Context: an optimization exercise on an open-source flow, tuned for small area and a short achievable clock period. The choices shown serve that exercise and are no tape-out recipe.
Function was checked by simulation only, so behaviour that the tests miss may differ from the original.
No activity file was given, so power comes from the tool's default toggle rates.

==> flow/design.v <==
module memory_driver
    (
        input                               clk                 ,
        input                               rst                 ,
        input          [32      -1:0]       concatenated        ,
        input                               wr_en               ,
        input                               rd_en               ,
        output reg     [32      -1:0]       concatenated_out    ,
        output reg                          empty               ,
        output reg                          full
    );
    reg [2047:0] fifo_ram;           
    reg [6:0]    fifo_counter;       
    reg          wr_last;            
    reg          rd_last;            
    reg [5:0]    wr_pointer;         
    reg [63:0]   rd_sel;             
    reg [31:0]   stage_data;
    reg [63:0]   row_we;             
    reg          stage_bypass;       
    reg          one;                
    reg          almost;             
    wire rd_ok = rd_en & ~empty;
    wire wr_ok = wr_en & (~full | rd_en);
    integer i;
    always @(posedge clk) begin
        stage_data <= concatenated;
        for (i = 0; i < 64; i = i + 1)
            if (row_we[i])
                fifo_ram[32*i +: 32] <= stage_data;
    end
    wire [31:0] read_data;
    genvar b;
    generate
        for (b = 0; b < 32; b = b + 1) begin : g_bit
            wire [63:0] column;
            genvar r;
            for (r = 0; r < 64; r = r + 1) begin : g_row
                assign column[r] = fifo_ram[32*r + b];
            end
            read_or64 u_or (.d(column), .s(rd_sel),
                            .e(stage_data[b]), .es(stage_bypass),
                            .y(read_data[b]));
        end
    endgenerate
    always @(posedge clk) begin
        if (rst)
            concatenated_out <= 32'd0;
        else if (rd_ok)
            concatenated_out <= read_data;
    end
    wire [6:0] count = wr_last ? (rd_last ? fifo_counter : fifo_counter + 7'd1)
                               : (rd_last ? fifo_counter - 7'd1 : fifo_counter);
    wire       two        = (count == 7'd2);
    wire       sixty_two  = (count == 7'd62);
    wire [63:0] rd_row      = rd_sel | (row_we & {64{stage_bypass}});
    wire [63:0] rd_row_next = rd_ok ? {rd_row[62:0], rd_row[63]} : rd_row;
    wire        bypass_next = wr_en & (empty | (one & rd_en));
    always @(posedge clk) begin
        if (rst) begin
            fifo_counter <= 7'd0;
            wr_last      <= 1'b0;
            rd_last      <= 1'b0;
            wr_pointer   <= 6'd0;
            rd_sel       <= 64'd1;
            row_we       <= 64'd0;
            stage_bypass <= 1'b0;
            empty        <= 1'b1;
            full         <= 1'b0;
            one          <= 1'b0;
            almost       <= 1'b0;
        end else begin
            fifo_counter <= count;
            wr_last      <= wr_ok;
            rd_last      <= rd_ok;
            if (wr_ok) wr_pointer <= wr_pointer + 6'd1;
            rd_sel       <= bypass_next ? 64'd0 : rd_row_next;
            for (i = 0; i < 64; i = i + 1)
                row_we[i] <= wr_ok & (wr_pointer == i);
            stage_bypass <= bypass_next;
            empty  <= (empty & ~wr_en) | (one & rd_en & ~wr_en);
            full   <= (full & ~(rd_en & ~wr_en)) | (almost & wr_en & ~rd_en);
            one    <= wr_ok ? (rd_ok ? one    : empty)
                            : (rd_ok ? two    : one);
            almost <= wr_ok ? (rd_ok ? almost : sixty_two)
                            : (rd_ok ? full   : almost);
        end
    end
endmodule
module read_or64
    (
        input  [63:0] d,
        input  [63:0] s,
        input         e,
        input         es,
        output        y
    );
    wire [22:0] n;
    genvar g;
    generate
        for (g = 0; g < 21; g = g + 1) begin : g_aoi3
            aoi222 u (.a(d[3*g +: 3]), .b(s[3*g +: 3]), .y(n[g]));
        end
    endgenerate
    nand2 u21 (.a({d[63], s[63]}), .y(n[21]));
    nand2 u22 (.a({e, es}), .y(n[22]));
    wire [5:0] p;
    nand4 u_p0 (.a(n[3:0]),   .y(p[0]));
    nand4 u_p1 (.a(n[7:4]),   .y(p[1]));
    nand4 u_p2 (.a(n[11:8]),  .y(p[2]));
    nand4 u_p3 (.a(n[15:12]), .y(p[3]));
    nand4 u_p4 (.a(n[19:16]), .y(p[4]));
    nand3 u_p5 (.a(n[22:20]), .y(p[5]));
    wire [2:0] q;
    nor2 u_q0 (.a(p[1:0]), .y(q[0]));
    nor2 u_q1 (.a(p[3:2]), .y(q[1]));
    nor2 u_q2 (.a(p[5:4]), .y(q[2]));
    nand3 u_y (.a(q), .y(y));
endmodule
module aoi222 (input [2:0] a, input [2:0] b, output y);
    assign y = ~((a[0] & b[0]) | (a[1] & b[1]) | (a[2] & b[2]));
endmodule
module nand4 (input [3:0] a, output y);
    assign y = ~&a;
endmodule
module nand3 (input [2:0] a, output y);
    assign y = ~&a;
endmodule
module nand2 (input [1:0] a, output y);
    assign y = ~&a;
endmodule
module nor2 (input [1:0] a, output y);
    assign y = ~|a;
endmodule
==> flow/config.mk <==
export PLATFORM = sky130hd
export DESIGN_NAME = memory_driver
export DESIGN_NICKNAME = memory_driver
export VERILOG_FILES = /design/flow/design.v
export SDC_FILE = /design/flow/constraint.sdc
export NUM_CORES = 4
export LEC_CHECK = 0
export CAP_MARGIN = 20
export CORE_MARGIN = 2
export CORE_UTILIZATION = 62
export CTS_CLUSTER_DIAMETER = 80
export CTS_CLUSTER_SIZE = 25
export SETUP_SLACK_MARGIN = 2.7
export SLEW_MARGIN = 20
export SYNTH_HIERARCHICAL = 1
export SYNTH_MINIMUM_KEEP_SIZE = 0
==> flow/constraint.sdc <==
create_clock -name core_clock -period 5.0 [get_ports {clk}]
set_input_delay 1.0000 -clock core_clock [delete_from_list [all_inputs] [get_ports {clk}]]
set_output_delay 1.0000 -clock core_clock [all_outputs]
set_load 0.01 [all_outputs]
run.sh (not shown) runs the stock make flow with config.mk's settings and CLKGATE_MAP_FILE= SYNTH_SCRIPT=/design/flow/synth_recipe.tcl, a recipe that flattens the netlist after the stock synthesis.
==> next run, changes <==
--- a/flow/config.mk
+++ b/flow/config.mk
@@ -8,5 +8,5 @@
 export CAP_MARGIN = 20
 export CORE_MARGIN = 2
-export CORE_UTILIZATION = 62
+export CORE_UTILIZATION = 50
 export CTS_CLUSTER_DIAMETER = 80
 export CTS_CLUSTER_SIZE = 25
What happened: The changed run completed without violations. Final area rose by about 0.9%. Routed wire length fell by 1.8%. Combinational power fell by 12%. Fmax rose by about 9%. Total power rose by 1.5%. Clock-buffer cell count rose by 7. Clock power rose by about 5%. Non-clock buffer count rose by 23.

[what the ideal ports hide]
The flow's constraints put no driver on any port. The routed layouts listed below were extracted and timed again, unchanged, in two steps.
Step 1: set_driving_cell puts a clkbuf_16 on clk and a buf_2 on each other input, an assumption about the parent block.
Step 2 adds t to the input delays and takes it off the output delays; t is the mean of the earliest and latest rising clock arrival at the registers after step 1. Input paths then give back, and output paths get back, about the clock's delay inside the block.
Three values: no drivers, after step 1, after step 2; two values: the first two.
run | shift t [ns] | slack for setup (ns) | worst slew at a driven data input, ns
the first run | 0.835 | 2.452 / 2.452 / 1.907 | 0.12
the second run | 0.828 | 2.663 / 2.616 / 1.939 | 0.09
After both steps every run listed still meets setup and hold. The setup slack of the second run, which loses most, moves by -0.047 ns with the drivers and by -0.724 ns with both steps.
